What follows belongs to an exercise in optimizing a design on an open flow for small area; a production flow would make more cautious choices.
Only simulation tests tie the RTL to the original design; equivalence was not proved.
Power is estimated from default activity; no workload was simulated.

==> flow/design.v (outline; a module is shown in full before it is edited, if it fits) <==
// module romimage: 1053 lines
// module toplevel: 74 lines
module toplevel(
    input clock,
    input reset,
    output led_sclk,
    output [6:1] led_l_sin,
    output [6:1] led_r_sin,
    input led_xerr,
    output led_mode,
    output led_blank,
    output led_xlat,
    output led_gsclk,
    output cpld_p8,
    output status_yellow,
    output status_orange,
    output status_red,
    output cpld_p2
  );
  // ...
==> flow/run.sh <==
#!/bin/bash
# synth_recipe.tcl (not shown) runs the flow's synth.tcl, then flattens the netlist and writes it again
# the make line also repeats each setting of config.mk as NAME=value (left out here)
make -C /OpenROAD-flow-scripts/flow DESIGN_CONFIG=/design/flow/config.mk WORK_HOME=/design/flow/orfs CLKGATE_MAP_FILE= SYNTH_SCRIPT=/design/flow/synth_recipe.tcl finish
==> flow/config.mk <==
export PLATFORM = sky130hd
export DESIGN_NAME = toplevel
export DESIGN_NICKNAME = toplevel
export VERILOG_FILES = /design/flow/design.v
export SDC_FILE = /design/flow/constraint.sdc
export NUM_CORES = 4
export LEC_CHECK = 0
export CAP_MARGIN = 20
export CORE_MARGIN = 2
export CORE_UTILIZATION = 40
export SLEW_MARGIN = 20
export SYNTH_MEMORY_MAX_BITS = 65536
==> flow/constraint.sdc <==
create_clock -name core_clock -period 10.0 [get_ports {clock}]
set_input_delay 2.0000 -clock core_clock [delete_from_list [all_inputs] [get_ports {clock}]]
set_output_delay 2.0000 -clock core_clock [all_outputs]
set_load 0.01 [all_outputs]
==> impl_results.md, run 1 <==
- Count of routing violations after the opening detailed-route iteration: 1557
- Total of flip-flops plus latches after synthesis: 26
- Share of the synthesized area in the top cell type: 12.0%
- Leak pwr: 0.00187 uW
- Total power: 819 uW
- Standard cell with the maximum stage delay on the critical path: sky130_fd_sc_hd__ha_1
- Part of the cycle the worst path needs: 66.9%
- Synth top area cells: sky130_fd_sc_hd__ha_1 (12%), sky130_fd_sc_hd__dfxtp_1 (10%), sky130_fd_sc_hd__a21oi_1 (8.3%), sky130_fd_sc_hd__nor2_1 (6.4%), sky130_fd_sc_hd__o21ai_0 (6.1%)
- Critical Path AT: 4.69 ns
- Critical Path Fanout Max: 33
- Leading power group: combinational logic
- Cell family contributing the most delay on the critical path: buffers and inverters
- Htree depth: 1
- Die Span Y: 116 um
- Reg-to-reg critical path endpoint: hi[3]
- Final #Nets: 799
- Avg Cell Area, Syn: 6.39 um2
- Distinct cells, synth: 64
- Arithmetic-cell share of the synthesized area counting full adders, half adders and majority gates: 12.0%
- Leading post-synthesis cells by instance count: sky130_fd_sc_hd__nor2_1 (85), sky130_fd_sc_hd__a21oi_1 (83), sky130_fd_sc_hd__nand2_1 (76)
- Primary flip-flop cell chosen by synthesis mapping: sky130_fd_sc_hd__dfxtp_1
- Largest cell class by area: multi-input combinational cells
- Clock root cell: sky130_fd_sc_hd__clkbuf_16
- Run status: timing/DRC/antenna clean
- Number of sinks handled by clock tree synthesis: 26
- TritonCTS buffer count: 3
- Max Fclk: 0.150 GHz
- Number of endpoints failing setup at the final stage: 0
- Cell area power density: 154 nW/um2
- Simple logic cell fraction of the synthesized area: 27.9%
- Cell count after synthesis: 781
- Post-synth ARST share: 0%
- Detailed-routed wire length on met3: 4570 um
- Non-Clock Inverter Count: 30
- Worst setup slack before clock tree synthesis: 3.82 ns
==> inputs of run 2 (changes only) <==
==> flow/design.v (replaced) <==
`timescale 1ns / 1ps
module romimage (
    input  [2:0]  row,
    input  [3:0]  ch,
    input  [2:0]  pos,
    output [11:0] word
  );
  wire a9 = row[2], a8 = row[1], a7 = row[0];
  wire a6 = ch[3], a5 = ch[3] ^ ch[2], a4 = ch[2] ^ ch[1], a3 = ch[1] ^ ch[0];
  wire a2 = pos[2], a1 = pos[2] ^ pos[1], a0 = pos[1] ^ pos[0];
  wire w11, w10, w9, w8, w7, w6, w5, w4, w3, w2, w1, w0;
  assign word = {w11, w10, w9, w8, w7, w6, w5, w4, w3, w2, w1, w0};
  wire new_n23, new_n24, new_n25, new_n26, new_n27, new_n28, new_n29,
    new_n30, new_n31, new_n32, new_n33, new_n34, new_n35, new_n36, new_n37,
    new_n38, new_n39, new_n40, new_n41, new_n42, new_n43, new_n44, new_n45,
    new_n46, new_n47, new_n48, new_n49, new_n50, new_n51, new_n52, new_n53,
    new_n54, new_n55, new_n56, new_n57, new_n58, new_n59, new_n60, new_n61,
    new_n62, new_n63, new_n64, new_n65, new_n66, new_n67, new_n68, new_n69,
    new_n70, new_n71, new_n72, new_n73, new_n74, new_n75, new_n76, new_n77,
    new_n78, new_n79, new_n80, new_n81, new_n82, new_n83, new_n84, new_n85,
    new_n86, new_n87, new_n88, new_n89, new_n90, new_n91, new_n92, new_n93,
    new_n94, new_n95, new_n96, new_n97, new_n98, new_n99, new_n100,
    new_n101, new_n102, new_n103, new_n104, new_n105, new_n106, new_n107,
    new_n108, new_n109, new_n110, new_n111, new_n112, new_n113, new_n114,
    new_n115, new_n116, new_n117, new_n118, new_n119, new_n120, new_n121,
    new_n122, new_n123, new_n124, new_n125, new_n126, new_n127, new_n128,
    new_n129, new_n130, new_n131, new_n132, new_n133, new_n134, new_n135,
    new_n136, new_n137, new_n138, new_n139, new_n140, new_n141, new_n142,
    new_n143, new_n144, new_n145, new_n146, new_n147, new_n148, new_n149,
    new_n150, new_n151, new_n152, new_n154, new_n155, new_n156, new_n157,
    new_n158, new_n159, new_n160, new_n161, new_n162, new_n163, new_n164,
    new_n165, new_n166, new_n167, new_n168, new_n169, new_n170, new_n171,
    new_n172, new_n173, new_n174, new_n175, new_n176, new_n177, new_n178,
    new_n179, new_n180, new_n181, new_n182, new_n183, new_n184, new_n185,
    new_n186, new_n187, new_n188, new_n189, new_n190, new_n191, new_n192,
    new_n193, new_n194, new_n195, new_n196, new_n197, new_n198, new_n199,
    new_n200, new_n201, new_n202, new_n203, new_n204, new_n205, new_n206,
    new_n207, new_n208, new_n209, new_n210, new_n211, new_n212, new_n213,
    new_n214, new_n215, new_n216, new_n217, new_n218, new_n219, new_n220,
    new_n221, new_n222, new_n223, new_n224, new_n225, new_n226, new_n227,
    new_n228, new_n229, new_n230, new_n231, new_n232, new_n233, new_n234,
    new_n235, new_n236, new_n237, new_n238, new_n239, new_n240, new_n241,
    new_n242, new_n243, new_n244, new_n245, new_n246, new_n247, new_n248,
    new_n249, new_n250, new_n251, new_n252, new_n253, new_n254, new_n255,
    new_n256, new_n257, new_n258, new_n259, new_n260, new_n261, new_n262,
    new_n263, new_n264, new_n265, new_n266, new_n267, new_n268, new_n269,
    new_n270, new_n271, new_n272, new_n273, new_n274, new_n275, new_n276,
    new_n277, new_n278, new_n279, new_n280, new_n281, new_n282, new_n283,
    new_n284, new_n285, new_n286, new_n287, new_n288, new_n289, new_n290,
    new_n291, new_n292, new_n293, new_n294, new_n295, new_n296, new_n298,
    new_n299, new_n300, new_n301, new_n302, new_n303, new_n304, new_n305,
    new_n306, new_n307, new_n308, new_n309, new_n310, new_n311, new_n312,
    new_n313, new_n314, new_n315, new_n316, new_n317, new_n318, new_n319,
    new_n320, new_n321, new_n322, new_n323, new_n324, new_n325, new_n326,
    new_n327, new_n328, new_n329, new_n330, new_n331, new_n332, new_n333,
    new_n334, new_n335, new_n337, new_n338, new_n339, new_n340, new_n341,
    new_n342, new_n343, new_n344, new_n345, new_n346, new_n347, new_n348,
    new_n349, new_n350, new_n351, new_n352, new_n353, new_n354, new_n355,
    new_n356, new_n357, new_n358, new_n359, new_n360, new_n362, new_n363,
    new_n364, new_n365, new_n366, new_n367, new_n368, new_n369, new_n370,
    new_n371, new_n372, new_n373, new_n374, new_n375, new_n376, new_n377,
    new_n378, new_n379, new_n380, new_n381, new_n382, new_n383, new_n384,
    new_n385, new_n386, new_n387, new_n388, new_n389, new_n390, new_n391,
    new_n392, new_n393, new_n394, new_n395, new_n396, new_n397, new_n398,
    new_n399, new_n400, new_n401, new_n402, new_n403, new_n404, new_n405,
    new_n406, new_n407, new_n408, new_n409, new_n410, new_n411, new_n412,
    new_n413, new_n414, new_n415, new_n416, new_n417, new_n418, new_n419,
    new_n420, new_n421, new_n422, new_n423, new_n424, new_n425, new_n426,
    new_n427, new_n428, new_n429, new_n430, new_n431, new_n432, new_n433,
    new_n434, new_n435, new_n436, new_n437, new_n438, new_n439, new_n440,
    new_n441, new_n442, new_n443, new_n444, new_n445, new_n446, new_n447,
    new_n448, new_n449, new_n450, new_n451, new_n452, new_n453, new_n454,
    new_n456, new_n457, new_n458, new_n459, new_n460, new_n461, new_n462,
    new_n463, new_n464, new_n465, new_n466, new_n467, new_n468, new_n469,
    new_n470, new_n471, new_n472, new_n473, new_n474, new_n475, new_n476,
    new_n477, new_n478, new_n479, new_n480, new_n481, new_n482, new_n483,
    new_n484, new_n485, new_n486, new_n487, new_n488, new_n489, new_n490,
    new_n491, new_n492, new_n493, new_n494, new_n495, new_n496, new_n497,
    new_n498, new_n499, new_n500, new_n501, new_n502, new_n503, new_n504,
    new_n505, new_n506, new_n507, new_n508, new_n509, new_n510, new_n511,
    new_n512, new_n513, new_n514, new_n515, new_n517, new_n518, new_n519,
    new_n520, new_n521, new_n522, new_n523, new_n524, new_n525, new_n526,
    new_n527, new_n528, new_n529, new_n530, new_n531, new_n532, new_n533,
    new_n534, new_n535, new_n536, new_n537, new_n538, new_n539, new_n540,
    new_n541, new_n542, new_n543, new_n544, new_n545, new_n546, new_n547,
    new_n548, new_n549, new_n550, new_n551, new_n552, new_n553, new_n554,
    new_n555, new_n556, new_n557, new_n558, new_n559, new_n560, new_n561,
    new_n562, new_n563, new_n564, new_n565, new_n566, new_n567, new_n569,
    new_n570, new_n571, new_n572, new_n573, new_n574, new_n575, new_n576,
    new_n577, new_n578, new_n579, new_n580, new_n581, new_n582, new_n583,
    new_n584, new_n585, new_n586, new_n587, new_n588, new_n589, new_n590,
    new_n591, new_n592, new_n593, new_n594, new_n595, new_n596, new_n597,
    new_n598, new_n599, new_n600, new_n601, new_n602, new_n603, new_n604,
    new_n605, new_n606, new_n607, new_n608, new_n609, new_n610, new_n611,
    new_n612, new_n613, new_n614, new_n615, new_n616, new_n617, new_n618,
    new_n619, new_n620, new_n621, new_n622, new_n623, new_n624, new_n625,
    new_n626, new_n627, new_n628, new_n629, new_n630, new_n631, new_n632,
    new_n633, new_n634, new_n635, new_n636, new_n637, new_n638, new_n639,
    new_n640, new_n641, new_n642, new_n643, new_n644, new_n645, new_n646,
    new_n647, new_n648, new_n649, new_n650, new_n651, new_n653, new_n654,
    new_n655, new_n656, new_n657, new_n658, new_n659, new_n660, new_n661,
    new_n662, new_n663, new_n664, new_n665, new_n666, new_n667, new_n668,
    new_n669, new_n670, new_n671, new_n672, new_n673, new_n674, new_n675,
    new_n676, new_n677, new_n678, new_n679, new_n680, new_n681, new_n682,
    new_n683, new_n684, new_n685, new_n686, new_n687, new_n688, new_n689,
    new_n690, new_n691, new_n692, new_n693, new_n694, new_n695, new_n696,
    new_n697, new_n698, new_n699, new_n700, new_n701, new_n703, new_n704,
    new_n705, new_n706, new_n707, new_n708, new_n709, new_n710, new_n711,
    new_n712, new_n713, new_n714, new_n715, new_n716, new_n717, new_n718,
    new_n719, new_n720, new_n721, new_n722, new_n723, new_n724, new_n725,
    new_n726, new_n727, new_n728, new_n729, new_n730, new_n731, new_n732,
    new_n733, new_n734, new_n735, new_n736, new_n737, new_n738, new_n739,
    new_n740, new_n741, new_n742, new_n743, new_n744, new_n745, new_n746,
    new_n747, new_n748, new_n749, new_n750, new_n751, new_n752, new_n753,
    new_n755, new_n756, new_n757, new_n758, new_n759, new_n760, new_n761,
    new_n762, new_n763, new_n764, new_n765, new_n766, new_n767, new_n768,
    new_n769, new_n770, new_n771, new_n772, new_n773, new_n774, new_n775,
    new_n776, new_n777, new_n778, new_n779, new_n780, new_n781, new_n782,
    new_n783, new_n784, new_n785, new_n786, new_n787, new_n788, new_n789,
    new_n790, new_n791, new_n792, new_n793, new_n794, new_n795, new_n796,
    new_n797, new_n798, new_n799, new_n800, new_n801, new_n802, new_n803,
    new_n804, new_n805, new_n806, new_n807, new_n808, new_n809, new_n810,
    new_n811, new_n812, new_n813, new_n814, new_n815, new_n816, new_n817,
    new_n818, new_n819, new_n820, new_n821, new_n822, new_n823, new_n824,
    new_n825, new_n826, new_n827, new_n828, new_n829, new_n831, new_n832,
    new_n833, new_n834, new_n835, new_n836, new_n837, new_n838, new_n839,
    new_n840, new_n841, new_n842, new_n843, new_n844, new_n845, new_n846,
    new_n847, new_n848, new_n849, new_n850, new_n851, new_n852, new_n853,
    new_n854, new_n855, new_n856, new_n857, new_n858, new_n859, new_n860,
    new_n861, new_n862, new_n863, new_n864, new_n865, new_n866, new_n867,
    new_n868, new_n869, new_n870, new_n871, new_n872, new_n873, new_n874,
    new_n875, new_n876, new_n877;
  assign new_n23 = ~a7 & a1;
  assign new_n24 = a3 & a0;
  assign new_n25 = ~a9 & ~a8;
  assign new_n26 = a4 & new_n25;
  assign new_n27 = ~new_n24 & new_n26;
  assign new_n28 = a2 & ~a0;
  assign new_n29 = ~a2 & a0;
  assign new_n30 = ~new_n28 & ~new_n29;
  assign new_n31 = ~a4 & ~a3;
  assign new_n32 = a8 & new_n31;
  assign new_n33 = ~new_n30 & new_n32;
  assign new_n34 = ~new_n27 & ~new_n33;
  assign new_n35 = new_n23 & ~new_n34;
  assign new_n36 = a7 & ~a0;
  assign new_n37 = a5 & ~new_n36;
  assign new_n38 = ~a3 & ~new_n37;
  assign new_n39 = a1 & a0;
  assign new_n40 = ~a7 & new_n39;
  assign new_n41 = a3 & a2;
  assign new_n42 = new_n40 & new_n41;
  assign new_n43 = ~a2 & ~a0;
  assign new_n44 = ~new_n23 & new_n43;
  assign new_n45 = ~a3 & ~a2;
  assign new_n46 = new_n39 & new_n45;
  assign new_n47 = ~new_n44 & ~new_n46;
  assign new_n48 = ~new_n42 & new_n47;
  assign new_n49 = ~new_n38 & new_n48;
  assign new_n50 = a8 & ~new_n49;
  assign new_n51 = a1 & new_n30;
  assign new_n52 = a7 & a4;
  assign new_n53 = ~a3 & new_n52;
  assign new_n54 = ~new_n25 & new_n53;
  assign new_n55 = new_n51 & new_n54;
  assign new_n56 = ~a5 & ~new_n55;
  assign new_n57 = ~a2 & a1;
  assign new_n58 = ~a1 & a0;
  assign new_n59 = a7 & new_n58;
  assign new_n60 = ~new_n57 & ~new_n59;
  assign new_n61 = ~a4 & ~new_n60;
  assign new_n62 = a1 & new_n28;
  assign new_n63 = ~a8 & a4;
  assign new_n64 = new_n62 & new_n63;
  assign new_n65 = ~a1 & ~a0;
  assign new_n66 = ~new_n39 & ~new_n65;
  assign new_n67 = a8 & ~new_n66;
  assign new_n68 = a2 & ~a1;
  assign new_n69 = new_n52 & new_n68;
  assign new_n70 = a8 & ~a4;
  assign new_n71 = a5 & ~a3;
  assign new_n72 = ~new_n70 & ~new_n71;
  assign new_n73 = ~new_n69 & new_n72;
  assign new_n74 = ~new_n67 & new_n73;
  assign new_n75 = ~new_n64 & new_n74;
  assign new_n76 = ~new_n61 & new_n75;
  assign new_n77 = ~new_n56 & new_n76;
  assign new_n78 = ~new_n50 & new_n77;
  assign new_n79 = ~new_n35 & ~new_n78;
  assign new_n80 = ~a7 & a2;
  assign new_n81 = ~new_n40 & ~new_n80;
  assign new_n82 = a2 & a1;
  assign new_n83 = a7 & ~new_n82;
  assign new_n84 = new_n81 & ~new_n83;
  assign new_n85 = new_n71 & ~new_n84;
  assign new_n86 = ~a9 & ~a7;
  assign new_n87 = ~new_n85 & ~new_n86;
  assign new_n88 = ~a3 & ~a1;
  assign new_n89 = a5 & new_n25;
  assign new_n90 = ~new_n88 & new_n89;
  assign new_n91 = new_n24 & new_n68;
  assign new_n92 = ~a4 & ~new_n91;
  assign new_n93 = ~new_n90 & ~new_n92;
  assign new_n94 = ~a9 & new_n36;
  assign new_n95 = ~a8 & ~new_n94;
  assign new_n96 = a3 & ~new_n68;
  assign new_n97 = ~a5 & ~a3;
  assign new_n98 = ~a0 & new_n97;
  assign new_n99 = ~new_n96 & ~new_n98;
  assign new_n100 = new_n95 & new_n99;
  assign new_n101 = new_n93 & new_n100;
  assign new_n102 = ~new_n87 & new_n101;
  assign new_n103 = a3 & a1;
  assign new_n104 = ~a2 & new_n103;
  assign new_n105 = ~new_n36 & ~new_n104;
  assign new_n106 = ~new_n43 & ~new_n105;
  assign new_n107 = ~a3 & ~new_n23;
  assign new_n108 = ~a7 & ~a2;
  assign new_n109 = ~new_n107 & ~new_n108;
  assign new_n110 = ~a3 & a1;
  assign new_n111 = new_n36 & new_n110;
  assign new_n112 = ~new_n40 & ~new_n111;
  assign new_n113 = ~new_n109 & new_n112;
  assign new_n114 = ~new_n106 & ~new_n113;
  assign new_n115 = new_n25 & ~new_n114;
  assign new_n116 = ~a5 & ~new_n115;
  assign new_n117 = a9 & ~a8;
  assign new_n118 = ~a7 & ~new_n68;
  assign new_n119 = ~new_n58 & new_n118;
  assign new_n120 = new_n117 & ~new_n119;
  assign new_n121 = ~new_n93 & ~new_n120;
  assign new_n122 = ~new_n116 & new_n121;
  assign new_n123 = ~new_n102 & ~new_n122;
  assign new_n124 = new_n79 & new_n123;
  assign new_n125 = ~a6 & ~new_n124;
  assign new_n126 = a4 & ~a3;
  assign new_n127 = ~a7 & ~a0;
  assign new_n128 = ~new_n126 & ~new_n127;
  assign new_n129 = ~new_n36 & ~new_n82;
  assign new_n130 = ~new_n128 & ~new_n129;
  assign new_n131 = a2 & a0;
  assign new_n132 = ~a8 & a7;
  assign new_n133 = new_n131 & new_n132;
  assign new_n134 = a8 & ~a7;
  assign new_n135 = new_n28 & new_n134;
  assign new_n136 = ~new_n133 & ~new_n135;
  assign new_n137 = a5 & ~new_n117;
  assign new_n138 = ~a4 & ~new_n24;
  assign new_n139 = new_n137 & new_n138;
  assign new_n140 = new_n136 & new_n139;
  assign new_n141 = ~new_n130 & new_n140;
  assign new_n142 = ~new_n57 & ~new_n68;
  assign new_n143 = new_n132 & ~new_n142;
  assign new_n144 = a3 & ~new_n143;
  assign new_n145 = ~a1 & new_n43;
  assign new_n146 = a8 & a7;
  assign new_n147 = new_n145 & new_n146;
  assign new_n148 = a7 & a0;
  assign new_n149 = new_n68 & new_n148;
  assign new_n150 = ~new_n147 & ~new_n149;
  assign new_n151 = ~new_n144 & new_n150;
  assign new_n152 = new_n141 & new_n151;
  assign w11 = new_n125 | new_n152;
  assign new_n154 = a8 & ~a5;
  assign new_n155 = ~a4 & new_n154;
  assign new_n156 = a1 & ~a0;
  assign new_n157 = ~a2 & ~new_n156;
  assign new_n158 = a3 & new_n157;
  assign new_n159 = ~a3 & a2;
  assign new_n160 = ~new_n36 & ~new_n159;
  assign new_n161 = ~a5 & ~a4;
  assign new_n162 = new_n160 & new_n161;
  assign new_n163 = ~new_n158 & new_n162;
  assign new_n164 = ~new_n155 & ~new_n163;
  assign new_n165 = a7 & new_n41;
  assign new_n166 = ~new_n164 & ~new_n165;
  assign new_n167 = ~new_n25 & ~new_n166;
  assign new_n168 = ~a2 & ~new_n97;
  assign new_n169 = new_n66 & new_n168;
  assign new_n170 = a3 & new_n82;
  assign new_n171 = a9 & ~new_n170;
  assign new_n172 = ~new_n169 & ~new_n171;
  assign new_n173 = new_n127 & new_n172;
  assign new_n174 = a5 & a3;
  assign new_n175 = a7 & a2;
  assign new_n176 = ~new_n108 & ~new_n175;
  assign new_n177 = ~new_n174 & ~new_n176;
  assign new_n178 = ~new_n173 & ~new_n177;
  assign new_n179 = ~a3 & ~new_n57;
  assign new_n180 = ~a9 & new_n156;
  assign new_n181 = ~a8 & ~new_n180;
  assign new_n182 = ~new_n179 & new_n181;
  assign new_n183 = ~new_n178 & new_n182;
  assign new_n184 = a5 & ~a4;
  assign new_n185 = ~a1 & new_n29;
  assign new_n186 = a3 & new_n185;
  assign new_n187 = new_n184 & ~new_n186;
  assign new_n188 = ~new_n68 & ~new_n127;
  assign new_n189 = ~a7 & ~new_n65;
  assign new_n190 = ~new_n188 & new_n189;
  assign new_n191 = new_n187 & ~new_n190;
  assign new_n192 = ~new_n183 & new_n191;
  assign new_n193 = ~a6 & ~new_n192;
  assign new_n194 = a2 & new_n66;
  assign new_n195 = a7 & ~a2;
  assign new_n196 = ~new_n131 & ~new_n195;
  assign new_n197 = ~a4 & ~new_n196;
  assign new_n198 = ~new_n36 & ~new_n197;
  assign new_n199 = new_n194 & new_n198;
  assign new_n200 = ~a2 & new_n36;
  assign new_n201 = ~new_n52 & ~new_n145;
  assign new_n202 = ~new_n200 & ~new_n201;
  assign new_n203 = ~a7 & ~a4;
  assign new_n204 = new_n39 & new_n203;
  assign new_n205 = ~new_n202 & ~new_n204;
  assign new_n206 = ~new_n199 & new_n205;
  assign new_n207 = new_n114 & ~new_n174;
  assign new_n208 = new_n25 & ~new_n174;
  assign new_n209 = ~new_n207 & ~new_n208;
  assign new_n210 = ~new_n206 & new_n209;
  assign new_n211 = ~new_n193 & ~new_n210;
  assign new_n212 = ~new_n167 & ~new_n211;
  assign new_n213 = ~a5 & new_n146;
  assign new_n214 = ~new_n117 & ~new_n213;
  assign new_n215 = ~new_n39 & new_n45;
  assign new_n216 = new_n52 & new_n97;
  assign new_n217 = ~new_n215 & new_n216;
  assign new_n218 = a7 & a5;
  assign new_n219 = new_n215 & new_n218;
  assign new_n220 = ~new_n217 & ~new_n219;
  assign new_n221 = new_n214 & new_n220;
  assign new_n222 = ~new_n29 & ~new_n36;
  assign new_n223 = new_n174 & new_n222;
  assign new_n224 = ~new_n65 & new_n223;
  assign new_n225 = ~new_n184 & ~new_n224;
  assign new_n226 = new_n41 & new_n148;
  assign new_n227 = a7 & ~a1;
  assign new_n228 = ~new_n41 & ~new_n45;
  assign new_n229 = new_n227 & new_n228;
  assign new_n230 = ~new_n226 & ~new_n229;
  assign new_n231 = ~new_n225 & new_n230;
  assign new_n232 = a1 & new_n43;
  assign new_n233 = ~new_n91 & ~new_n232;
  assign new_n234 = a3 & new_n203;
  assign new_n235 = ~new_n233 & new_n234;
  assign new_n236 = new_n231 & ~new_n235;
  assign new_n237 = ~new_n221 & ~new_n236;
  assign new_n238 = a6 & new_n237;
  assign new_n239 = ~a2 & ~a1;
  assign new_n240 = a5 & ~new_n239;
  assign new_n241 = new_n157 & ~new_n240;
  assign new_n242 = ~new_n45 & ~new_n97;
  assign new_n243 = ~new_n241 & ~new_n242;
  assign new_n244 = a6 & a3;
  assign new_n245 = ~new_n30 & new_n244;
  assign new_n246 = a5 & new_n62;
  assign new_n247 = ~a7 & ~new_n246;
  assign new_n248 = ~new_n245 & new_n247;
  assign new_n249 = ~new_n243 & new_n248;
  assign new_n250 = ~new_n30 & ~new_n243;
  assign new_n251 = a6 & ~new_n250;
  assign new_n252 = ~new_n249 & ~new_n251;
  assign new_n253 = ~a7 & a3;
  assign new_n254 = new_n156 & ~new_n253;
  assign new_n255 = a6 & a5;
  assign new_n256 = a3 & ~a1;
  assign new_n257 = ~new_n255 & ~new_n256;
  assign new_n258 = new_n30 & ~new_n257;
  assign new_n259 = ~new_n254 & new_n258;
  assign new_n260 = a8 & a4;
  assign new_n261 = ~new_n259 & new_n260;
  assign new_n262 = ~new_n252 & new_n261;
  assign new_n263 = a4 & new_n41;
  assign new_n264 = ~a8 & ~a6;
  assign new_n265 = ~a5 & new_n264;
  assign new_n266 = ~new_n255 & ~new_n265;
  assign new_n267 = new_n263 & ~new_n266;
  assign new_n268 = ~a6 & new_n233;
  assign new_n269 = new_n154 & ~new_n268;
  assign new_n270 = ~new_n267 & ~new_n269;
  assign new_n271 = new_n148 & ~new_n270;
  assign new_n272 = a0 & new_n80;
  assign new_n273 = ~new_n63 & ~new_n272;
  assign new_n274 = new_n159 & ~new_n273;
  assign new_n275 = ~a4 & a0;
  assign new_n276 = new_n253 & ~new_n275;
  assign new_n277 = ~new_n263 & ~new_n276;
  assign new_n278 = a8 & ~new_n277;
  assign new_n279 = ~new_n274 & ~new_n278;
  assign new_n280 = ~new_n36 & new_n63;
  assign new_n281 = ~a5 & ~a1;
  assign new_n282 = ~new_n280 & new_n281;
  assign new_n283 = ~new_n279 & new_n282;
  assign new_n284 = new_n26 & new_n159;
  assign new_n285 = ~a6 & new_n28;
  assign new_n286 = new_n175 & ~new_n285;
  assign new_n287 = a3 & new_n260;
  assign new_n288 = ~a5 & new_n287;
  assign new_n289 = ~new_n286 & new_n288;
  assign new_n290 = ~new_n284 & ~new_n289;
  assign new_n291 = a7 & a1;
  assign new_n292 = ~new_n290 & new_n291;
  assign new_n293 = ~new_n283 & ~new_n292;
  assign new_n294 = ~new_n271 & new_n293;
  assign new_n295 = ~new_n262 & new_n294;
  assign new_n296 = ~new_n238 & new_n295;
  assign w10 = ~new_n212 & new_n296;
  assign new_n298 = a6 & ~new_n161;
  assign new_n299 = a8 & ~a1;
  assign new_n300 = ~a1 & new_n127;
  assign new_n301 = ~new_n299 & ~new_n300;
  assign new_n302 = ~new_n221 & ~new_n301;
  assign new_n303 = ~new_n149 & ~new_n218;
  assign new_n304 = ~a3 & ~new_n25;
  assign new_n305 = a0 & ~new_n304;
  assign new_n306 = ~new_n303 & new_n305;
  assign new_n307 = ~new_n50 & ~new_n306;
  assign new_n308 = ~new_n302 & new_n307;
  assign new_n309 = ~new_n298 & ~new_n308;
  assign new_n310 = new_n31 & new_n200;
  assign new_n311 = a6 & ~new_n310;
  assign new_n312 = ~a3 & new_n184;
  assign new_n313 = ~new_n43 & new_n66;
  assign new_n314 = new_n95 & new_n313;
  assign new_n315 = new_n312 & ~new_n314;
  assign new_n316 = ~new_n311 & ~new_n315;
  assign new_n317 = new_n23 & new_n29;
  assign new_n318 = ~new_n62 & ~new_n317;
  assign new_n319 = ~a5 & ~new_n318;
  assign new_n320 = ~new_n39 & ~new_n43;
  assign new_n321 = new_n71 & new_n320;
  assign new_n322 = ~a3 & ~new_n321;
  assign new_n323 = new_n36 & new_n57;
  assign new_n324 = a7 & new_n174;
  assign new_n325 = ~new_n43 & new_n324;
  assign new_n326 = ~new_n323 & ~new_n325;
  assign new_n327 = ~new_n322 & new_n326;
  assign new_n328 = ~new_n319 & new_n327;
  assign new_n329 = a5 & new_n156;
  assign new_n330 = ~new_n159 & ~new_n329;
  assign new_n331 = a7 & ~new_n330;
  assign new_n332 = ~a4 & new_n117;
  assign new_n333 = ~new_n331 & new_n332;
  assign new_n334 = ~new_n328 & new_n333;
  assign new_n335 = ~new_n316 & ~new_n334;
  assign w9 = ~new_n309 & new_n335;
  assign new_n337 = a7 & ~new_n66;
  assign new_n338 = ~new_n43 & ~new_n337;
  assign new_n339 = ~new_n190 & new_n338;
  assign new_n340 = new_n312 & ~new_n339;
  assign new_n341 = new_n23 & new_n264;
  assign new_n342 = ~new_n117 & ~new_n341;
  assign new_n343 = new_n340 & ~new_n342;
  assign new_n344 = new_n33 & new_n176;
  assign new_n345 = ~a6 & ~new_n344;
  assign new_n346 = ~new_n127 & ~new_n174;
  assign new_n347 = ~new_n172 & new_n346;
  assign new_n348 = ~new_n283 & ~new_n347;
  assign new_n349 = ~a8 & ~new_n348;
  assign new_n350 = a8 & new_n40;
  assign new_n351 = ~new_n135 & ~new_n350;
  assign new_n352 = new_n150 & new_n351;
  assign new_n353 = a3 & ~new_n352;
  assign new_n354 = ~a4 & new_n25;
  assign new_n355 = ~new_n109 & new_n354;
  assign new_n356 = ~new_n161 & ~new_n355;
  assign new_n357 = ~new_n353 & ~new_n356;
  assign new_n358 = ~new_n183 & new_n357;
  assign new_n359 = ~new_n349 & new_n358;
  assign new_n360 = ~new_n345 & ~new_n359;
  assign w8 = new_n343 | new_n360;
  assign new_n362 = ~a7 & ~a3;
  assign new_n363 = ~new_n80 & ~new_n103;
  assign new_n364 = ~new_n362 & new_n363;
  assign new_n365 = ~a4 & ~new_n364;
  assign new_n366 = ~a1 & new_n159;
  assign new_n367 = new_n365 & new_n366;
  assign new_n368 = ~new_n146 & ~new_n367;
  assign new_n369 = ~new_n283 & ~new_n368;
  assign new_n370 = a2 & ~new_n283;
  assign new_n371 = new_n70 & ~new_n370;
  assign new_n372 = ~new_n369 & ~new_n371;
  assign new_n373 = ~a1 & ~new_n30;
  assign new_n374 = ~new_n57 & ~new_n373;
  assign new_n375 = a4 & new_n374;
  assign new_n376 = ~a3 & new_n156;
  assign new_n377 = ~new_n24 & ~new_n376;
  assign new_n378 = new_n82 & new_n377;
  assign new_n379 = new_n375 & ~new_n378;
  assign new_n380 = ~a5 & ~new_n126;
  assign new_n381 = ~new_n46 & ~new_n380;
  assign new_n382 = ~new_n379 & new_n381;
  assign new_n383 = ~new_n372 & ~new_n382;
  assign new_n384 = ~new_n117 & ~new_n383;
  assign new_n385 = a4 & new_n29;
  assign new_n386 = ~new_n58 & ~new_n118;
  assign new_n387 = ~new_n375 & new_n386;
  assign new_n388 = ~new_n385 & ~new_n387;
  assign new_n389 = new_n174 & ~new_n388;
  assign new_n390 = ~new_n232 & ~new_n321;
  assign new_n391 = new_n187 & new_n390;
  assign new_n392 = ~new_n227 & new_n312;
  assign new_n393 = ~a6 & ~new_n392;
  assign new_n394 = ~new_n391 & new_n393;
  assign new_n395 = ~new_n389 & ~new_n394;
  assign new_n396 = ~new_n384 & ~new_n395;
  assign new_n397 = a5 & ~new_n231;
  assign new_n398 = a3 & new_n28;
  assign new_n399 = new_n260 & ~new_n398;
  assign new_n400 = ~new_n397 & new_n399;
  assign new_n401 = ~new_n25 & ~new_n400;
  assign new_n402 = ~new_n138 & new_n174;
  assign new_n403 = ~new_n68 & ~new_n323;
  assign new_n404 = new_n402 & ~new_n403;
  assign new_n405 = a6 & ~new_n404;
  assign new_n406 = a7 & ~a4;
  assign new_n407 = ~new_n233 & new_n406;
  assign new_n408 = new_n31 & new_n188;
  assign new_n409 = ~new_n407 & ~new_n408;
  assign new_n410 = ~new_n405 & new_n409;
  assign new_n411 = ~new_n24 & ~new_n256;
  assign new_n412 = new_n84 & ~new_n411;
  assign new_n413 = ~a7 & a0;
  assign new_n414 = a1 & ~new_n413;
  assign new_n415 = a6 & a2;
  assign new_n416 = ~new_n88 & new_n415;
  assign new_n417 = ~new_n414 & new_n416;
  assign new_n418 = new_n184 & ~new_n417;
  assign new_n419 = ~new_n412 & new_n418;
  assign new_n420 = ~new_n410 & ~new_n419;
  assign new_n421 = ~new_n401 & new_n420;
  assign new_n422 = new_n70 & new_n97;
  assign new_n423 = new_n270 & ~new_n422;
  assign new_n424 = a7 & ~new_n62;
  assign new_n425 = ~a3 & new_n29;
  assign new_n426 = a3 & ~new_n29;
  assign new_n427 = ~new_n425 & ~new_n426;
  assign new_n428 = new_n424 & new_n427;
  assign new_n429 = ~new_n132 & ~new_n287;
  assign new_n430 = ~new_n428 & new_n429;
  assign new_n431 = ~new_n423 & new_n430;
  assign new_n432 = new_n289 & new_n320;
  assign new_n433 = ~a6 & new_n175;
  assign new_n434 = ~a8 & new_n80;
  assign new_n435 = a5 & ~new_n434;
  assign new_n436 = ~new_n433 & new_n435;
  assign new_n437 = ~a5 & ~new_n43;
  assign new_n438 = ~new_n156 & ~new_n437;
  assign new_n439 = ~new_n436 & new_n438;
  assign new_n440 = a8 & ~new_n196;
  assign new_n441 = ~a7 & a6;
  assign new_n442 = a5 & new_n68;
  assign new_n443 = ~new_n441 & ~new_n442;
  assign new_n444 = ~new_n440 & new_n443;
  assign new_n445 = ~new_n28 & ~new_n132;
  assign new_n446 = ~new_n142 & new_n445;
  assign new_n447 = ~new_n350 & new_n446;
  assign new_n448 = ~new_n36 & new_n126;
  assign new_n449 = ~new_n447 & new_n448;
  assign new_n450 = ~new_n444 & new_n449;
  assign new_n451 = ~new_n439 & new_n450;
  assign new_n452 = ~new_n432 & ~new_n451;
  assign new_n453 = ~new_n431 & new_n452;
  assign new_n454 = ~new_n421 & new_n453;
  assign w7 = ~new_n396 & new_n454;
  assign new_n456 = new_n43 & new_n134;
  assign new_n457 = new_n82 & new_n146;
  assign new_n458 = new_n312 & ~new_n457;
  assign new_n459 = ~new_n456 & new_n458;
  assign new_n460 = ~new_n142 & new_n184;
  assign new_n461 = ~new_n459 & ~new_n460;
  assign new_n462 = ~a0 & new_n117;
  assign new_n463 = ~new_n285 & ~new_n462;
  assign new_n464 = ~a7 & ~new_n463;
  assign new_n465 = ~new_n62 & new_n304;
  assign new_n466 = ~new_n434 & new_n465;
  assign new_n467 = ~new_n464 & ~new_n466;
  assign new_n468 = ~new_n461 & ~new_n467;
  assign new_n469 = ~a8 & ~a3;
  assign new_n470 = ~new_n127 & ~new_n469;
  assign new_n471 = ~a4 & ~new_n470;
  assign new_n472 = a5 & a0;
  assign new_n473 = new_n132 & new_n472;
  assign new_n474 = ~new_n31 & ~new_n473;
  assign new_n475 = ~new_n142 & ~new_n474;
  assign new_n476 = ~new_n39 & ~new_n67;
  assign new_n477 = a4 & ~new_n175;
  assign new_n478 = ~new_n476 & new_n477;
  assign new_n479 = new_n174 & ~new_n478;
  assign new_n480 = ~new_n475 & ~new_n479;
  assign new_n481 = new_n70 & ~new_n148;
  assign new_n482 = ~new_n456 & ~new_n481;
  assign new_n483 = ~new_n480 & new_n482;
  assign new_n484 = new_n30 & new_n240;
  assign new_n485 = a1 & ~new_n29;
  assign new_n486 = ~a5 & ~new_n485;
  assign new_n487 = new_n25 & ~new_n68;
  assign new_n488 = new_n362 & new_n487;
  assign new_n489 = ~new_n486 & new_n488;
  assign new_n490 = ~new_n484 & new_n489;
  assign new_n491 = ~new_n483 & ~new_n490;
  assign new_n492 = ~new_n471 & ~new_n491;
  assign new_n493 = ~new_n232 & ~new_n366;
  assign new_n494 = new_n36 & new_n88;
  assign new_n495 = ~new_n472 & ~new_n494;
  assign new_n496 = ~new_n365 & new_n495;
  assign new_n497 = new_n493 & ~new_n496;
  assign new_n498 = a4 & new_n165;
  assign new_n499 = new_n303 & ~new_n498;
  assign new_n500 = ~new_n497 & new_n499;
  assign new_n501 = new_n117 & ~new_n500;
  assign new_n502 = ~a3 & new_n43;
  assign new_n503 = a1 & ~new_n502;
  assign new_n504 = ~a7 & ~a5;
  assign new_n505 = ~new_n41 & ~new_n504;
  assign new_n506 = new_n332 & new_n505;
  assign new_n507 = ~new_n503 & new_n506;
  assign new_n508 = ~a8 & ~new_n227;
  assign new_n509 = ~a4 & ~new_n68;
  assign new_n510 = a5 & new_n509;
  assign new_n511 = ~new_n508 & new_n510;
  assign new_n512 = ~new_n507 & ~new_n511;
  assign new_n513 = ~new_n501 & new_n512;
  assign new_n514 = ~new_n492 & new_n513;
  assign new_n515 = ~a6 & ~new_n514;
  assign w6 = new_n468 | new_n515;
  assign new_n517 = ~a3 & ~new_n30;
  assign new_n518 = ~a1 & ~new_n517;
  assign new_n519 = ~new_n483 & new_n518;
  assign new_n520 = new_n25 & ~new_n338;
  assign new_n521 = ~new_n174 & ~new_n362;
  assign new_n522 = ~new_n469 & ~new_n521;
  assign new_n523 = ~new_n520 & ~new_n522;
  assign new_n524 = ~a8 & a1;
  assign new_n525 = ~a2 & ~new_n299;
  assign new_n526 = ~new_n524 & new_n525;
  assign new_n527 = ~a4 & ~new_n526;
  assign new_n528 = ~new_n523 & new_n527;
  assign new_n529 = ~new_n519 & new_n528;
  assign new_n530 = ~new_n163 & ~new_n189;
  assign new_n531 = ~new_n25 & ~new_n312;
  assign new_n532 = ~new_n530 & ~new_n531;
  assign new_n533 = ~new_n89 & ~new_n532;
  assign new_n534 = new_n43 & ~new_n110;
  assign new_n535 = ~new_n43 & new_n363;
  assign new_n536 = ~new_n534 & ~new_n535;
  assign new_n537 = ~new_n533 & new_n536;
  assign new_n538 = ~new_n23 & ~new_n28;
  assign new_n539 = a8 & ~new_n538;
  assign new_n540 = a8 & ~new_n39;
  assign new_n541 = ~a2 & ~new_n540;
  assign new_n542 = ~new_n539 & ~new_n541;
  assign new_n543 = new_n402 & ~new_n542;
  assign new_n544 = new_n117 & ~new_n130;
  assign new_n545 = ~new_n31 & ~new_n117;
  assign new_n546 = a5 & ~new_n545;
  assign new_n547 = ~new_n544 & new_n546;
  assign new_n548 = ~new_n543 & ~new_n547;
  assign new_n549 = ~new_n537 & new_n548;
  assign new_n550 = ~new_n529 & new_n549;
  assign new_n551 = a0 & new_n68;
  assign new_n552 = ~new_n413 & ~new_n551;
  assign new_n553 = new_n25 & ~new_n552;
  assign new_n554 = ~new_n524 & ~new_n553;
  assign new_n555 = ~new_n188 & ~new_n554;
  assign new_n556 = a8 & ~new_n148;
  assign new_n557 = ~new_n118 & new_n556;
  assign new_n558 = new_n458 & ~new_n557;
  assign new_n559 = ~new_n555 & new_n558;
  assign new_n560 = new_n79 & new_n559;
  assign new_n561 = ~a6 & ~new_n560;
  assign new_n562 = ~new_n550 & ~new_n561;
  assign new_n563 = a5 & new_n40;
  assign new_n564 = ~new_n239 & ~new_n323;
  assign new_n565 = ~new_n563 & new_n564;
  assign new_n566 = a6 & ~new_n565;
  assign new_n567 = ~new_n123 & new_n566;
  assign w5 = new_n562 | new_n567;
  assign new_n569 = ~a7 & ~a1;
  assign new_n570 = new_n168 & new_n346;
  assign new_n571 = ~new_n223 & ~new_n570;
  assign new_n572 = new_n260 & ~new_n571;
  assign new_n573 = a7 & ~a3;
  assign new_n574 = ~new_n194 & new_n573;
  assign new_n575 = new_n240 & new_n574;
  assign new_n576 = ~new_n572 & ~new_n575;
  assign new_n577 = ~new_n569 & ~new_n576;
  assign new_n578 = ~new_n52 & ~new_n195;
  assign new_n579 = new_n240 & new_n578;
  assign new_n580 = ~new_n411 & new_n579;
  assign new_n581 = ~new_n214 & ~new_n580;
  assign new_n582 = ~new_n577 & ~new_n581;
  assign new_n583 = ~new_n41 & new_n184;
  assign new_n584 = ~new_n389 & new_n583;
  assign new_n585 = ~new_n582 & ~new_n584;
  assign new_n586 = a5 & new_n103;
  assign new_n587 = ~new_n281 & ~new_n586;
  assign new_n588 = new_n173 & ~new_n587;
  assign new_n589 = new_n493 & new_n587;
  assign new_n590 = ~new_n173 & new_n589;
  assign new_n591 = new_n28 & new_n332;
  assign new_n592 = ~new_n354 & ~new_n591;
  assign new_n593 = ~a0 & ~new_n521;
  assign new_n594 = new_n80 & ~new_n97;
  assign new_n595 = ~new_n593 & ~new_n594;
  assign new_n596 = ~new_n592 & ~new_n595;
  assign new_n597 = ~new_n590 & new_n596;
  assign new_n598 = ~new_n588 & new_n597;
  assign new_n599 = ~new_n585 & ~new_n598;
  assign new_n600 = ~a6 & ~new_n599;
  assign new_n601 = new_n227 & new_n402;
  assign new_n602 = a6 & ~new_n406;
  assign new_n603 = ~new_n601 & ~new_n602;
  assign new_n604 = ~new_n30 & ~new_n142;
  assign new_n605 = new_n324 & new_n604;
  assign new_n606 = ~new_n603 & ~new_n605;
  assign new_n607 = ~a6 & ~a4;
  assign new_n608 = ~new_n601 & ~new_n607;
  assign new_n609 = new_n605 & new_n608;
  assign new_n610 = ~new_n606 & ~new_n609;
  assign new_n611 = ~new_n43 & new_n179;
  assign new_n612 = new_n31 & ~new_n611;
  assign new_n613 = new_n25 & ~new_n612;
  assign new_n614 = ~new_n610 & new_n613;
  assign new_n615 = ~a4 & ~new_n411;
  assign new_n616 = ~new_n126 & ~new_n551;
  assign new_n617 = new_n45 & new_n156;
  assign new_n618 = ~new_n175 & new_n256;
  assign new_n619 = ~new_n617 & ~new_n618;
  assign new_n620 = new_n616 & new_n619;
  assign new_n621 = ~new_n615 & new_n620;
  assign new_n622 = ~new_n82 & ~new_n540;
  assign new_n623 = ~a7 & ~new_n622;
  assign new_n624 = ~new_n25 & ~new_n623;
  assign new_n625 = ~new_n621 & new_n624;
  assign new_n626 = a8 & ~a3;
  assign new_n627 = ~new_n374 & new_n626;
  assign new_n628 = ~new_n41 & new_n204;
  assign new_n629 = ~a6 & ~new_n628;
  assign new_n630 = ~new_n627 & new_n629;
  assign new_n631 = new_n117 & ~new_n203;
  assign new_n632 = ~new_n133 & new_n631;
  assign new_n633 = ~new_n518 & new_n632;
  assign new_n634 = ~a5 & ~new_n633;
  assign new_n635 = ~new_n630 & new_n634;
  assign new_n636 = ~new_n625 & new_n635;
  assign new_n637 = new_n283 & ~new_n413;
  assign new_n638 = a6 & ~a2;
  assign new_n639 = ~new_n551 & ~new_n638;
  assign new_n640 = new_n155 & ~new_n639;
  assign new_n641 = ~a6 & ~new_n502;
  assign new_n642 = new_n377 & new_n641;
  assign new_n643 = ~new_n24 & new_n569;
  assign new_n644 = ~new_n80 & ~new_n643;
  assign new_n645 = a4 & new_n540;
  assign new_n646 = ~new_n644 & new_n645;
  assign new_n647 = ~new_n642 & new_n646;
  assign new_n648 = ~new_n640 & ~new_n647;
  assign new_n649 = ~new_n637 & new_n648;
  assign new_n650 = ~new_n636 & new_n649;
  assign new_n651 = ~new_n614 & new_n650;
  assign w4 = ~new_n600 & new_n651;
  assign new_n653 = ~new_n30 & new_n573;
  assign new_n654 = a5 & ~new_n653;
  assign new_n655 = new_n368 & new_n654;
  assign new_n656 = new_n332 & ~new_n655;
  assign new_n657 = ~new_n270 & new_n300;
  assign new_n658 = a5 & ~new_n317;
  assign new_n659 = ~new_n551 & new_n658;
  assign new_n660 = ~a5 & ~new_n272;
  assign new_n661 = new_n26 & ~new_n660;
  assign new_n662 = ~new_n659 & new_n661;
  assign new_n663 = ~new_n657 & ~new_n662;
  assign new_n664 = ~new_n656 & new_n663;
  assign new_n665 = a9 & new_n28;
  assign new_n666 = new_n60 & ~new_n96;
  assign new_n667 = ~new_n160 & ~new_n666;
  assign new_n668 = ~new_n665 & ~new_n667;
  assign new_n669 = ~a8 & ~new_n668;
  assign new_n670 = new_n664 & new_n669;
  assign new_n671 = ~a7 & ~new_n156;
  assign new_n672 = ~new_n170 & new_n671;
  assign new_n673 = new_n117 & ~new_n672;
  assign new_n674 = a5 & ~new_n126;
  assign new_n675 = ~new_n673 & new_n674;
  assign new_n676 = ~new_n670 & new_n675;
  assign new_n677 = a6 & ~new_n676;
  assign new_n678 = ~a6 & ~new_n664;
  assign new_n679 = ~new_n104 & new_n155;
  assign new_n680 = new_n25 & ~new_n380;
  assign new_n681 = ~new_n245 & ~new_n680;
  assign new_n682 = a4 & ~new_n25;
  assign new_n683 = new_n127 & ~new_n354;
  assign new_n684 = ~new_n682 & new_n683;
  assign new_n685 = ~new_n681 & new_n684;
  assign new_n686 = ~new_n679 & ~new_n685;
  assign new_n687 = new_n51 & new_n126;
  assign new_n688 = new_n30 & ~new_n253;
  assign new_n689 = ~a1 & ~new_n688;
  assign new_n690 = ~new_n687 & ~new_n689;
  assign new_n691 = ~new_n686 & new_n690;
  assign new_n692 = new_n81 & ~new_n553;
  assign new_n693 = a6 & a4;
  assign new_n694 = ~new_n200 & new_n693;
  assign new_n695 = ~new_n57 & new_n462;
  assign new_n696 = ~new_n611 & ~new_n695;
  assign new_n697 = new_n380 & ~new_n696;
  assign new_n698 = ~new_n694 & ~new_n697;
  assign new_n699 = new_n692 & ~new_n698;
  assign new_n700 = ~new_n691 & ~new_n699;
  assign new_n701 = ~new_n678 & new_n700;
  assign w3 = ~new_n677 & new_n701;
  assign new_n703 = ~new_n176 & ~new_n194;
  assign new_n704 = new_n540 & ~new_n703;
  assign new_n705 = new_n174 & ~new_n704;
  assign new_n706 = ~new_n184 & ~new_n705;
  assign new_n707 = a4 & new_n36;
  assign new_n708 = a9 & ~new_n707;
  assign new_n709 = new_n493 & ~new_n708;
  assign new_n710 = new_n118 & ~new_n138;
  assign new_n711 = ~new_n709 & ~new_n710;
  assign new_n712 = a2 & new_n52;
  assign new_n713 = ~new_n197 & ~new_n712;
  assign new_n714 = ~a9 & ~new_n713;
  assign new_n715 = ~a8 & ~new_n714;
  assign new_n716 = ~new_n711 & new_n715;
  assign new_n717 = ~new_n706 & ~new_n716;
  assign new_n718 = ~new_n574 & ~new_n717;
  assign new_n719 = ~a5 & new_n239;
  assign new_n720 = ~new_n240 & ~new_n719;
  assign new_n721 = ~a0 & ~new_n720;
  assign new_n722 = a9 & new_n63;
  assign new_n723 = a6 & ~new_n68;
  assign new_n724 = new_n722 & ~new_n723;
  assign new_n725 = ~new_n721 & new_n724;
  assign new_n726 = ~new_n718 & new_n725;
  assign new_n727 = ~new_n62 & new_n222;
  assign new_n728 = ~new_n175 & ~new_n727;
  assign new_n729 = ~new_n337 & ~new_n728;
  assign new_n730 = a3 & ~new_n729;
  assign new_n731 = new_n70 & ~new_n730;
  assign new_n732 = ~a6 & ~new_n731;
  assign new_n733 = ~new_n385 & ~new_n591;
  assign new_n734 = ~a7 & ~new_n733;
  assign new_n735 = new_n717 & ~new_n734;
  assign new_n736 = ~new_n732 & ~new_n735;
  assign new_n737 = ~new_n441 & ~new_n692;
  assign new_n738 = a5 & ~new_n737;
  assign new_n739 = ~a7 & a5;
  assign new_n740 = ~a2 & ~new_n66;
  assign new_n741 = ~new_n739 & ~new_n740;
  assign new_n742 = ~new_n194 & new_n362;
  assign new_n743 = new_n741 & new_n742;
  assign new_n744 = ~new_n208 & ~new_n743;
  assign new_n745 = ~new_n148 & ~new_n232;
  assign new_n746 = a3 & ~new_n745;
  assign new_n747 = new_n43 & new_n253;
  assign new_n748 = ~new_n91 & ~new_n747;
  assign new_n749 = a4 & new_n748;
  assign new_n750 = ~new_n746 & new_n749;
  assign new_n751 = ~new_n744 & ~new_n750;
  assign new_n752 = ~new_n738 & new_n751;
  assign new_n753 = ~new_n736 & ~new_n752;
  assign w2 = ~new_n726 & new_n753;
  assign new_n755 = a5 & new_n412;
  assign new_n756 = ~a6 & ~new_n755;
  assign new_n757 = ~new_n340 & ~new_n756;
  assign new_n758 = new_n117 & new_n757;
  assign new_n759 = ~new_n24 & ~new_n65;
  assign new_n760 = new_n175 & new_n332;
  assign new_n761 = ~new_n759 & new_n760;
  assign new_n762 = ~new_n758 & ~new_n761;
  assign new_n763 = new_n757 & new_n761;
  assign new_n764 = ~new_n248 & ~new_n763;
  assign new_n765 = new_n184 & ~new_n764;
  assign new_n766 = ~new_n762 & ~new_n765;
  assign new_n767 = ~new_n142 & new_n540;
  assign new_n768 = ~new_n62 & ~new_n174;
  assign new_n769 = ~new_n263 & ~new_n768;
  assign new_n770 = ~new_n741 & ~new_n769;
  assign new_n771 = ~new_n25 & ~new_n770;
  assign new_n772 = ~new_n767 & ~new_n771;
  assign new_n773 = new_n287 & new_n442;
  assign new_n774 = ~new_n772 & ~new_n773;
  assign new_n775 = ~new_n30 & new_n103;
  assign new_n776 = ~a4 & new_n748;
  assign new_n777 = ~new_n775 & new_n776;
  assign new_n778 = new_n117 & ~new_n159;
  assign new_n779 = ~new_n66 & new_n778;
  assign new_n780 = ~new_n605 & ~new_n779;
  assign new_n781 = ~new_n777 & new_n780;
  assign new_n782 = ~new_n774 & new_n781;
  assign new_n783 = new_n66 & ~new_n380;
  assign new_n784 = new_n237 & ~new_n783;
  assign new_n785 = ~new_n321 & ~new_n722;
  assign new_n786 = ~new_n53 & new_n137;
  assign new_n787 = ~a7 & ~new_n24;
  assign new_n788 = new_n117 & new_n787;
  assign new_n789 = ~new_n786 & ~new_n788;
  assign new_n790 = new_n785 & new_n789;
  assign new_n791 = ~new_n784 & new_n790;
  assign new_n792 = ~new_n782 & ~new_n791;
  assign new_n793 = ~a6 & ~new_n792;
  assign new_n794 = a8 & ~new_n617;
  assign new_n795 = ~new_n185 & new_n794;
  assign new_n796 = ~a8 & ~new_n46;
  assign new_n797 = ~new_n795 & ~new_n796;
  assign new_n798 = a6 & ~new_n41;
  assign new_n799 = ~new_n617 & new_n798;
  assign new_n800 = ~new_n158 & new_n799;
  assign new_n801 = ~new_n797 & ~new_n800;
  assign new_n802 = ~new_n569 & ~new_n794;
  assign new_n803 = ~a0 & new_n366;
  assign new_n804 = ~new_n366 & new_n413;
  assign new_n805 = ~new_n803 & ~new_n804;
  assign new_n806 = ~new_n802 & new_n805;
  assign new_n807 = new_n248 & ~new_n806;
  assign new_n808 = new_n161 & ~new_n807;
  assign new_n809 = ~new_n801 & new_n808;
  assign new_n810 = a2 & ~new_n362;
  assign new_n811 = ~new_n406 & new_n810;
  assign new_n812 = new_n154 & ~new_n811;
  assign new_n813 = ~new_n761 & ~new_n812;
  assign new_n814 = ~a3 & ~new_n671;
  assign new_n815 = new_n727 & new_n814;
  assign new_n816 = a0 & new_n256;
  assign new_n817 = new_n693 & ~new_n816;
  assign new_n818 = a6 & ~new_n817;
  assign new_n819 = ~new_n378 & ~new_n818;
  assign new_n820 = ~new_n815 & new_n819;
  assign new_n821 = ~new_n813 & ~new_n820;
  assign new_n822 = a7 & ~new_n485;
  assign new_n823 = new_n174 & ~new_n822;
  assign new_n824 = new_n817 & ~new_n823;
  assign new_n825 = ~new_n248 & new_n824;
  assign new_n826 = new_n806 & new_n825;
  assign new_n827 = ~new_n821 & ~new_n826;
  assign new_n828 = ~new_n809 & new_n827;
  assign new_n829 = ~new_n793 & new_n828;
  assign w1 = ~new_n766 & new_n829;
  assign new_n831 = ~a8 & new_n114;
  assign new_n832 = a7 & ~new_n39;
  assign new_n833 = new_n25 & ~new_n131;
  assign new_n834 = ~new_n40 & new_n833;
  assign new_n835 = ~new_n832 & new_n834;
  assign new_n836 = new_n509 & ~new_n835;
  assign new_n837 = ~new_n831 & new_n836;
  assign new_n838 = a8 & new_n57;
  assign new_n839 = ~new_n132 & ~new_n175;
  assign new_n840 = ~new_n838 & new_n839;
  assign new_n841 = a3 & ~new_n840;
  assign new_n842 = ~new_n117 & ~new_n841;
  assign new_n843 = ~new_n70 & ~new_n362;
  assign new_n844 = ~new_n51 & ~new_n843;
  assign new_n845 = ~new_n373 & new_n844;
  assign new_n846 = ~new_n842 & ~new_n845;
  assign new_n847 = ~new_n82 & new_n138;
  assign new_n848 = new_n835 & ~new_n847;
  assign new_n849 = ~new_n846 & ~new_n848;
  assign new_n850 = ~new_n837 & new_n849;
  assign new_n851 = ~new_n56 & ~new_n850;
  assign new_n852 = new_n32 & ~new_n541;
  assign new_n853 = ~new_n31 & new_n117;
  assign new_n854 = ~new_n376 & new_n853;
  assign new_n855 = ~new_n852 & ~new_n854;
  assign new_n856 = a7 & ~new_n534;
  assign new_n857 = ~new_n816 & new_n856;
  assign new_n858 = ~new_n855 & new_n857;
  assign new_n859 = ~new_n851 & ~new_n858;
  assign new_n860 = new_n285 & ~new_n859;
  assign new_n861 = ~new_n175 & new_n332;
  assign new_n862 = new_n108 & new_n256;
  assign new_n863 = ~new_n156 & new_n159;
  assign new_n864 = ~new_n862 & ~new_n863;
  assign new_n865 = new_n861 & new_n864;
  assign new_n866 = ~new_n127 & new_n281;
  assign new_n867 = ~new_n414 & ~new_n866;
  assign new_n868 = new_n284 & new_n867;
  assign new_n869 = ~new_n865 & ~new_n868;
  assign new_n870 = ~new_n111 & ~new_n869;
  assign new_n871 = new_n859 & ~new_n870;
  assign new_n872 = a6 & ~new_n871;
  assign new_n873 = new_n39 & ~new_n108;
  assign new_n874 = ~new_n25 & ~new_n873;
  assign new_n875 = ~new_n433 & ~new_n874;
  assign new_n876 = new_n459 & ~new_n875;
  assign new_n877 = ~new_n872 & ~new_n876;
  assign w0 = ~new_n860 & ~new_n877;
endmodule
`timescale 1ns / 1ps
module toplevel(
    input clock,
    input reset,
    output led_sclk,
    output [6:1] led_l_sin,
    output [6:1] led_r_sin,
    input led_xerr,
    output led_mode,
    output led_blank,
    output led_xlat,
    output led_gsclk,
    output cpld_p8,
    output status_yellow,
    output status_orange,
    output status_red,
    output cpld_p2
  );
  reg [2:0] ph;
  reg [3:0] b;
  reg [3:0] ch;
  reg [4:0] hi;
  reg [9:0] blank_count;
  wire step     = &ph;                                         
  wire b_end    = &b;
  wire ch_end   = &ch;
  wire hi21ch5  = hi == 5'd21 && ch == 4'd5;
  wire last     = hi21ch5 && b == 4'd8;                        
  wire pre_last = hi21ch5 && b == 4'd7;                        
  wire shifting = !(hi[4] | hi[3] | hi[2] | (hi[1] & hi[0]));  
  wire phase    = ph[2] ^ ph[1];                               
  wire [2:0] ph_n = ph + 3'd1;
  wire       wrap = step && last;
  wire       b_t  = step && !last;
  wire [3:0] b_n  = wrap ? 4'd4 : !b_t ? b : b_end ? 4'd4 : b + 4'd1;
  wire       ch_t = b_t && b_end;
  wire [3:0] ch_n = wrap ? 4'd0 : ch_t ? ch + 4'd1 : ch;
  wire       hi_t = ch_t && ch_end;
  wire [4:0] hi_n = wrap ? 5'd0 : hi_t ? hi + 5'd1 : hi;
  wire       bc_t = step && pre_last;
  wire [9:0] bc_n = bc_t ? blank_count + 10'd1 : blank_count;
  always @(posedge clock) begin
    ph <= reset ? 3'd6  : ph_n;
    b  <= reset ? 4'd8  : b_n;
    ch <= reset ? 4'd5  : ch_n;
    hi <= reset ? 5'd21 : hi_n;
    blank_count <= reset ? 10'd0 : bc_n;
  end
  wire [11:0] word;
  romimage rom (
    .row(blank_count[2:0]),
    .ch(ch),
    .pos(b[2:0]),
    .word(word)
  );
  assign {led_r_sin, led_l_sin} = (shifting && b[3] && !(blank_count[2] && blank_count[1])) ? word : 12'h000;
  assign led_sclk      = phase && shifting;
  assign led_gsclk     = phase && !last;
  assign led_blank     = (pre_last && step) || (last && !(ph[2] & ph[1]));
  assign led_xlat      = last && (!ph[2] || (!ph[1] && !ph[0]));
  assign led_mode      = 0;
  assign status_yellow = blank_count[9];
  assign status_orange = 0;
  assign status_red    = !led_xerr;  
  assign cpld_p8       = led_blank;  
  assign cpld_p2       = 1;          
endmodule
==> flow/flow/run.sh (new file) <==
#!/bin/bash
# Own layout flow: the standard flow, except that synthesis maps the logic
# with an area-only ABC script and without ORFS's adder extraction.
# Each tool's output goes to a log file of its own in the work folder.
set -euo pipefail
W=$(pwd)
R=$W/orfs/results/$FLOW_PLATFORM/toplevel/base

bash standard.sh synth > log_1_standard_synth.txt 2>&1
cp "$R/1_2_yosys.v" std_1_2_yosys.v

# 2. Own synthesis: same scripts and registers, own ABC mapping.
rm -f "$R/1_2_yosys.v" "$R/1_2_yosys.sdc" "$R/1_synth.odb" "$R/1_synth.sdc"
bash standard.sh SYNTH_SCRIPT="$W/flow/own_synth.tcl" ADDER_MAP_FILE= synth > log_2_own_synth.txt 2>&1

# The registers (instance name and cell type) must be those of the standard
# synthesis; if not, fall back to the standard netlist.
regs() { grep -E '^\s*sky130_fd_sc_hd__(df|dl|sdf|edf)[a-z0-9_]*\s' "$1" | awk '{print $1, $2}' | sort; }
if ! diff <(regs std_1_2_yosys.v) <(regs "$R/1_2_yosys.v") > log_3_regs_diff.txt 2>&1; then
  echo "register mismatch: using the standard synthesis" >> log_3_regs_diff.txt
  rm -f "$R/1_2_yosys.v" "$R/1_2_yosys.sdc" "$R/1_synth.odb" "$R/1_synth.sdc"
  bash standard.sh synth > log_2b_standard_synth_again.txt 2>&1
fi

# 3. The rest of the standard flow, from floorplan to the final layout.
bash standard.sh > log_4_standard_finish.txt 2>&1
==> flow/flow/own.abc (new file) <==
strash
&get -n
&dch
&nf -R 1000 -p -F 8 -A 4
&put
topo
==> flow/flow/own_synth.tcl (new file) <==
# The standard synthesis (synth_recipe.tcl on ORFS's synth.tcl) with one change:
# the final technology mapping runs ABC with an area-only script (own.abc)
# instead of ORFS's. run.sh also turns off ORFS's adder extraction
# (ADDER_MAP_FILE=). Registers are made exactly as in the standard synthesis.
set own_abc_script [file join [file dirname [file normalize [info script]]] own.abc]
proc synth {args} { yosys synth -nofsm -noshare {*}$args }
proc abc {args} {
  set i [lsearch -exact $args -script]
  if { $i >= 0 } {
    set args [lreplace $args [expr { $i + 1 }] [expr { $i + 1 }] $::own_abc_script]
  }
  puts "own abc: $args"
  yosys abc {*}$args
}
source $::env(SCRIPTS_DIR)/synth.tcl
# left out here: clear keep_hierarchy, flatten, clean up, hide names made inside functions, write 1_2_yosys.v
==> flow/standard.sh (new file) <==
#!/bin/bash
# synth_recipe.tcl (not shown) runs the flow's synth.tcl, then flattens the netlist and writes it again
# the make line also repeats each setting of config.mk as NAME=value (left out here)
make -C /OpenROAD-flow-scripts/flow DESIGN_CONFIG=/design/flow/config.mk WORK_HOME=/design/flow/orfs CLKGATE_MAP_FILE= SYNTH_SCRIPT=/design/flow/synth_recipe.tcl "${@:-finish}"
==> flow/config.mk (replaced) <==
export PLATFORM = sky130hd
export DESIGN_NAME = toplevel
export DESIGN_NICKNAME = toplevel
export VERILOG_FILES = /design/flow/design.v
export SDC_FILE = /design/flow/constraint.sdc
export NUM_CORES = 4
export LEC_CHECK = 0
export CAP_MARGIN = 20
export CORE_MARGIN = 2
export CORE_UTILIZATION = 25
export SLEW_MARGIN = 20
export SYNTH_MEMORY_MAX_BITS = 65536
removed: flow/run.sh
==> run 2 against run 1 <==
Compared with the run above:
- still clean
- maximum frequency is 3.8% lower
- via count shrank 11%
- first-iteration DRC count up 3.9%
- global-route usage fell by 12 points
- area after synthesis fell by 25%
- clock power is 19% higher
- sequential power about the same
- worst setup slack got worse by 0.27 ns
- hold slack worse by 0.0075 ns
- non-clock buffer count up 6
- cell count is 7.2% lower
==> impl_results.md, run 2 <==
- Shortest clock period the worst path allows after layout: 6.95 ns (was 6.69 ns)
- Peak per-stage delay on the critical path: 0.91 ns (was 0.84 ns)
- TritonCTS buffer count: 3 (unchanged)
- Die Span Y: 127 um (was 116 um)
- Detailed-routed wire length on met3: 4150 um (was 4570 um)
- Part of the cycle the worst path needs: 69.5% (was 66.9%)
- Avg Cell Area, Syn: 6.07 um2 (was 6.39 um2)
- Reg-to-reg critical path endpoint: blank_count[9] (was hi[3])
- Share of the synthesized area in the top cell type: 13.9% (was 12.0%)
- Uppermost layer routed: met4 (unchanged)
- Run status: timing/DRC/antenna clean (unchanged)
- Htree depth: 1 (unchanged)
- Distinct cells, synth: 51 (was 64)
- Number of endpoints failing setup at the final stage: 0 (unchanged)
- Number of sinks handled by clock tree synthesis: 26 (unchanged)
- Critical Path Fanout Max: 24 (was 33)
- Routed via count divided by cell count: 7.28 (was 7.60)
- Post-CTS Repair Setup Buffers: 0 (unchanged)
- First drt pass iteration count: 7 (was 10)
- Share of cells above drive strength 1: 4.97% (was 4.02%)
- Leading post-synthesis cells by instance count: sky130_fd_sc_hd__nor2_1 (94), sky130_fd_sc_hd__a21oi_1 (84), sky130_fd_sc_hd__nand2_1 (78) (was sky130_fd_sc_hd__nor2_1 (85), sky130_fd_sc_hd__a21oi_1 (83), sky130_fd_sc_hd__nand2_1 (76))
- Hold path cells: 2 (was 1)
- Synth top area cells: sky130_fd_sc_hd__dfxtp_1 (14%), sky130_fd_sc_hd__a21oi_1 (11%), sky130_fd_sc_hd__o21ai_0 (10%), sky130_fd_sc_hd__nor2_1 (9.4%), sky130_fd_sc_hd__nand2_1 (7.8%) (was sky130_fd_sc_hd__ha_1 (12%), sky130_fd_sc_hd__dfxtp_1 (10%), sky130_fd_sc_hd__a21oi_1 (8.3%), sky130_fd_sc_hd__nor2_1 (6.4%), sky130_fd_sc_hd__o21ai_0 (6.1%))
- Max Fclk: 0.144 GHz (was 0.150 GHz)
- Post-synth ARST share: 0% (unchanged)
- Antenna-violating nets left: 0 (unchanged)
- Residual DRC count: 0 (unchanged)
- Final #Nets: 668 (was 799)
- Launching element type of the critical path: register (unchanged)
- Resized Gates After CTS: 0 (unchanged)
- Syn-to-layout area delta: 19.8% (was 6.32%)
- Post-route setup TNS: 0 ns (unchanged)
- Critical Path AT: 4.95 ns (was 4.69 ns)
- Wl on met1: 8770 um (was 9470 um)
- Total of flip-flops plus latches after synthesis: 26 (unchanged)
- Most frequent cell after synthesis: sky130_fd_sc_hd__nor2_1 (unchanged)
- Worst reg2reg setup slack: 6.06 ns (was 5.85 ns)
- Worst setup skew after layout: 0.00131 ns (was 0.00479 ns)
- Number of violations of the max-capacitance limit: 0 (unchanged)
- Leak pwr: 0.00146 uW (was 0.00187 uW)
- Primary flip-flop cell chosen by synthesis mapping: sky130_fd_sc_hd__dfxtp_1 (unchanged)
- Cell area power density: 130 nW/um2 (was 154 nW/um2)
- Mapped Area: 3760 um2 (was 4990 um2)
- HPWL reported at the end of detailed placement: 16800 um (was 18400 um)
- Clock root cell: sky130_fd_sc_hd__clkbuf_16 (unchanged)
- Cell count after synthesis: 619 (was 781)
- Count of routing violations after the opening detailed-route iteration: 1617 (was 1557)
- Standard cell with the maximum stage delay on the critical path: sky130_fd_sc_hd__dfxtp_1 (was sky130_fd_sc_hd__ha_1)
- Yosys Warn Count: 1 (unchanged)
-- run 2: final cells by class --
class	instances	area (um2)	area share [%]
antenna	1	2.50	0.0556
clock buffer	3	75.1	1.67
clock inverter	1	30.0	0.667
inverter	6	22.5	0.500
multi-input combinational	584	3240	71.9
sequential	26	522	11.6
tap	184	230	5.12
timing repair buffer	44	383	8.51
-- run 2: through the flow --
step	cells	setup slack, ns	area [um2]	power [uW]
floorplan	620	4.31	3760	308
global placement	844	3.42	4390	456
detailed placement	844	3.60	4390	441
CTS	848	3.32	4500	557
global route	848	2.91	4500	598
finish	849	3.05	4500	583
-- run 2: cell families after synthesis --
kind of cell / count (synthesis) / synth area share (%)
simple gates: 276 / 33.3
compound gates: 298 / 49.6
buf+inv: 10 / 1.40
xor+xnor: 7 / 1.63
flops: 26 / 13.9
other cells: 2 / 0.200
-- run 2: where the power goes --
part	switching, uW	internal [uW]
registers	14.7	109
clock network	36.1	79.6
logic	249	94.2
-- run 2: metal layers --
| metal | GRT usage, % | vias to the layer above |
|---|---|---|
| met3 | 11.4 | 220 |
| met5 | 0 | - |
| met1 | 37.9 | 2768 |
| met4 | 17.1 | 0 |
| li1 | - | 2548 |
| met2 | 40.7 | 647 |
-- run 2: worst max-delay path by stage --
stage	startpoint	cells past startpoint	slack [ns]	endpoint
floorplan	ch[1]	9	4.31	led_r_sin[2]
global route	b[0]	11	2.91	led_r_sin[2]
CTS	ch[1]	12	3.32	led_r_sin[2]
finish	b[0]	11	3.05	led_r_sin[2]
global placement	b[1]	13	3.42	led_l_sin[2]
detailed placement	ch[1]	12	3.60	led_r_sin[2]
-- run 2: worst max-delay path: cells and delay by family (launching register included) --
| kind | cells | cell delay (ns) |
|---|---|---|
| buffers and inverters | 3 | 1.02 |
| AOI/OAI and AO/OA | 4 | 1.35 |
| and+or+nand+nor | 4 | 1.40 |
| DFF | 1 | 0.91 |

## static timing again, ports no longer ideal
The results above use ideal ports. As a check the final layouts listed here were re-extracted and re-timed, cells and wires unchanged.
Step 1 sets driving cells, clkbuf_16 on the clock port and buf_2 on the other inputs (assumed; they add their load-dependent delay and slew).
Step 2 also shifts input and output timing later by t, the mid clock arrival at the registers, as if the neighbouring blocks saw the same clock.
a / b / c = ideal / step 1 / step 2; a / b = the first two.
| run | t, ns | setup WS [ns] | hold WS [ns] | slew at the worst register clock pin (ns) |
|---|---|---|---|---|
| run 1 | 0.291 | 3.314 / 3.286 / 3.577 | 0.496 / 0.496 / 0.496 | 0.06 / 0.06 |
| run 2 | 0.282 | 3.048 / 3.022 / 3.305 | 0.489 / 0.489 / 0.489 | 0.07 / 0.07 |
After both steps every run listed still meets setup and hold.
